Source: an optimization exercise on an open RTL-to-GDS flow (aim: small area, a short achievable clock period and few clock cycles per item). Production flows keep margins and buffers that such runs may drop. The RTL was checked by simulation tests, not by an equivalence proof against the original design.

run A:
## ntt_core
module ntt_core #(
    parameter WIDTH = 24
)(
    input  wire          clk,
    input  wire          rst_n,
    input  wire          start,
    output reg           done,
    output reg  [7:0]    ram_addr_a,
    output reg           ram_we_a,
    output wire [WIDTH-1:0] ram_wdata_a,
    input  wire [WIDTH-1:0] ram_rdata_a,
    output reg  [7:0]    ram_addr_b,
    output reg           ram_we_b,
    output wire [WIDTH-1:0] ram_wdata_b,
    input  wire [WIDTH-1:0] ram_rdata_b
);
    localparam [22:0] Q = 23'd8380417;
    localparam [10:0] LAST    = 11'd1039;    
    localparam [1:0] S_IDLE = 2'd0, S_RUN = 2'd1, S_DONE = 2'd2;
    reg [1:0]  state;
    function [7:0] arr(input [7:0] G, input [1:0] t);
        reg [5:0] n;
        begin
            n = G[5:0];
            case (G[7:6])
                2'd0: arr = {t, n};
                2'd1: arr = {n[5], n[4], t, n[3], n[0], n[2], n[1]};
                2'd2: arr = {n[5], n[4], n[3], n[0], t, n[2], n[1]};
                default: arr = {n[5], n[0], n[4], n[3], n[2], n[1], t};
            endcase
        end
    endfunction
    function [7:0] maddr(input [2:0] s, input [7:0] j);
        begin
            case (s)
                3'd0: maddr = j;
                3'd1: maddr = {j[6], j[0], j[5], j[4], j[3], j[2], j[1], j[7]};
                3'd2: maddr = {j[6], j[0], j[4], j[2], j[3], j[5], j[1], j[7]};
                3'd3: maddr = {j[6], j[0], j[2], j[3], j[4], j[5], j[1], j[7]};
                default: maddr = {j[0], j[1], j[2], j[3], j[4], j[5], j[6], j[7]};
            endcase
        end
    endfunction
    function [7:0] zk1(input [7:0] G);
        reg [7:0] j;
        begin
            j = arr(G, 2'd0);
            case (G[7:6])
                2'd0: zk1 = 8'd1;
                2'd1: zk1 = {5'd0, 1'b1, j[7:6]};
                2'd2: zk1 = {3'd0, 1'b1, j[7:4]};
                default: zk1 = {1'b0, 1'b1, j[7:2]};
            endcase
        end
    endfunction
    reg  [10:0] cx;
    reg  [8:0]  kq0;
    wire [8:0]  kq1   = kq0 - 9'd1;
  ...
Size: ~600 flip-flops, roughly 45000 um2 of cells after synthesis.
export LEC_CHECK = 0
export CAP_MARGIN = 20
export CORE_MARGIN = 2
export CORE_UTILIZATION = 40
export CTS_BUF_LIST = sky130_fd_sc_hd__clkbuf_16
export CTS_CLUSTER_DIAMETER = 150
export CTS_CLUSTER_SIZE = 30
export PLACE_DENSITY = 0.6
export SLEW_MARGIN = 20
export TNS_END_PERCENT = 10
create_clock -name core_clock -period 10.0 [get_ports {clk}]
standard.sh (not shown) runs the stock make flow with config.mk's settings and CLKGATE_MAP_FILE= SYNTH_SCRIPT=/design/flow/synth_recipe.tcl, a recipe that flattens the netlist after the stock synthesis.
==> flow/flow/run.sh <==
#!/bin/bash
# The standard layout (the standard.sh: standard synthesis, floorplan, place,
# CTS, route, finish) with two changes to how it is made:
#  - the repair steps aim at a setup slack margin of 6.8 ns instead of 0, so that
#    they also work on paths shorter than the clock period;
#  - the port buffers that the standard flow inserts are buf_2 cells.
# The constraints (constraint.sdc) are unchanged.
set -euo pipefail
bash standard.sh SETUP_SLACK_MARGIN=6.8 "BUFFER_PORTS_ARGS=-buffer_cell sky130_fd_sc_hd__buf_2" finish > standard.log 2>&1
Testbench counts of run A, summed over its fixed seeds: cycles 25,008, transforms 24.
Edits applied to the flow inputs when going from run A to run B:
-- flow/config.mk --
<<< run A, line 11
export CTS_BUF_LIST = sky130_fd_sc_hd__clkbuf_16
export CTS_CLUSTER_DIAMETER = 150
export CTS_CLUSTER_SIZE = 30
export PLACE_DENSITY = 0.6
>>> run B, line 11
export CTS_BUF_LIST = sky130_fd_sc_hd__clkbuf_16
export CTS_CLUSTER_DIAMETER = 120
export CTS_CLUSTER_SIZE = 20
export PLACE_DENSITY = 0.6
==> run summary <==
Summary — clock period minus final worst setup slack, run B relative to run A: higher, by 0.0070 ns. Final-stage net count delta (run B -> run A): insignificant.
### run B -> run C
-- flow/config.mk --
<<< run B, line 10
export CORE_UTILIZATION = 40
export CTS_BUF_LIST = sky130_fd_sc_hd__clkbuf_16
export CTS_CLUSTER_DIAMETER = 120
export CTS_CLUSTER_SIZE = 20
export PLACE_DENSITY = 0.6
export SLEW_MARGIN = 20
>>> run C, line 10
export CORE_UTILIZATION = 40
export CTS_BUF_LIST = sky130_fd_sc_hd__clkbuf_8
export PLACE_DENSITY = 0.7
export SLEW_MARGIN = 20
==> run summary <==
Run C: all stages complete, timing, DRC and antenna checks passed
Run C vs run B: per-cell via count in the routed design up in run C
Fraction of final layout cells with drive strength greater than 1 on run C is up relative to run B.
--- input diff run C..run D ---
-- flow/config.mk --
<<< run C, line 11
export CTS_BUF_LIST = sky130_fd_sc_hd__clkbuf_8
export PLACE_DENSITY = 0.7
export SLEW_MARGIN = 20
>>> run D, line 11
export CTS_BUF_LIST = sky130_fd_sc_hd__clkbuf_8
export PLACE_DENSITY = 0.6
export SLEW_MARGIN = 20
Findings:
No stage failed in run D, and the final checks on the layout all came back clean. Total stage count of the critical path for run D is lower than for run C. For run C, the timing startpoint of the critical path was zidx[1], unlike run D, where it was zidx[2]. Summary of run D over run C: final instance area went down about 1%. In the tables for run C and run D, met3 wire length reads lower with run D. Run C → run D: count of clock-buffer cells in the layout rose by 4.5%; depth of the worst register-to-register path decreased by 1 relative to the old numbers.

* * *

ntt_core, a different RTL version from the one above (not shown whole).
Size in the first run: about 540 flip-flops, roughly 120 I/O pins.
export LEC_CHECK = 0
export CAP_MARGIN = 20
export CORE_MARGIN = 2
export CORE_UTILIZATION = 40
export PLACE_DENSITY = 0.6
export SLEW_MARGIN = 20
export TNS_END_PERCENT = 25
create_clock -name core_clock -period 10.0 [get_ports {clk}]
==> flow/flow/run.sh <==
#!/bin/bash
# The standard layout (the standard.sh: standard synthesis, floorplan, place,
# CTS, route, finish) with two changes to how it is made:
#  - the repair steps aim at a setup slack margin of 6.5 ns instead of 0, so that
#    they also work on paths shorter than the clock period;
#  - the port buffers that the standard flow inserts are buf_2 cells.
# The constraints (constraint.sdc) are unchanged.
set -euo pipefail
bash standard.sh SETUP_SLACK_MARGIN=6.5 "BUFFER_PORTS_ARGS=-buffer_cell sky130_fd_sc_hd__buf_2" finish > standard.log 2>&1
The baseline passed the timing, design-rule and antenna checks.
Testbench counts at the start, summed over its fixed seeds: cycles 24,888, transforms 24.
Edit:
==> flow/flow/run.sh (replaced) <==
#!/bin/bash
# The standard layout (the standard.sh: standard synthesis, floorplan, place,
# CTS, route, finish), with the repair steps aiming at a setup slack margin of
# 6.5 ns instead of 0, so that they also work on paths shorter than the clock
# period. The constraints (constraint.sdc) are unchanged.
set -euo pipefail
bash standard.sh SETUP_SLACK_MARGIN=6.5 finish > standard.log 2>&1
- TNS_END_PERCENT: 25 -> 10
Outcome: The new run completed with no timing, DRC or antenna violations; worst setup slack got worse by 0.17 ns; synthesized area does not change; cell count stays flat; routed wire length rose by a few percent; design area stays flat.
Edit:
==> flow/flow/run.sh (replaced) <==
#!/bin/bash
# The standard layout (the standard.sh: standard synthesis, floorplan, place,
# CTS, route, finish) with two changes to how it is made:
#  - the repair steps aim at a setup slack margin of 6.5 ns instead of 0, so that
#    they also work on paths shorter than the clock period;
#  - the port buffers that the standard flow inserts are buf_2 cells.
# The constraints (constraint.sdc) are unchanged.
set -euo pipefail
bash standard.sh SETUP_SLACK_MARGIN=6.5 "BUFFER_PORTS_ARGS=-buffer_cell sky130_fd_sc_hd__buf_2" finish > standard.log 2>&1
- CORE_UTILIZATION: 40 -> 55
- CTS_BUF_LIST: not set -> sky130_fd_sc_hd__clkbuf_8
- PLACE_DENSITY: 0.6 -> 0.7
Count of clock-buffer cells in the layout rose by 26.
Worst setup slack degrades by 0.020 ns.
First-iteration DRC count is higher by about a fifth.
Via count goes up slightly.
Core utilization increases by 15 points.
Cell count goes down by a few percent.
Sequential share of layout area rises by 0.45 points.
Wire length went down slightly.
Die area came out lower by a quarter to a third.

==> static timing again, ports no longer ideal <==
Ports are ideal in the flow. The routed layouts listed here were re-timed in OpenROAD. Step 1: set_driving_cell puts a clkbuf_16 on clk and a buf_2 on each other input, an assumption about the parent block. Step 2, shift: input delay + t, output delay - t, t = (earliest + latest rising clock arrival at the registers) / 2. This alone moves slack from input paths to output paths. Slacks: no drivers / after step 1 / after step 2; pairs: no drivers / after step 1.
| run | t, ns | setup WS [ns] | slew at the worst register clock pin (ns) | cell pins on the clock port's net |
|---|---|---|---|---|
| run A | 0.691 | 6.561 / 6.561 / 6.561 | 0.12 / 0.12 | 1 |
| run B | 0.673 | 6.554 / 6.554 / 6.554 | 0.09 / 0.09 | 1 |
| run C | 0.807 | 6.517 / 6.517 / 6.517 | 0.08 / 0.08 | 1 |
| run D | 0.811 | 6.587 / 6.587 / 6.587 | 0.07 / 0.07 | 1 |
| the first run of note 2 | 0.742 | 6.318 / 6.318 / 6.318 | 0.07 / 0.07 | 1 |
| the second run of note 2 | 0.733 | 6.145 / 6.145 / 6.145 | 0.07 / 0.07 | 1 |
| the third run of note 2 | 0.798 | 6.125 / 6.125 / 6.125 | 0.08 / 0.08 | 1 |
After both steps every run listed still meets setup and hold.
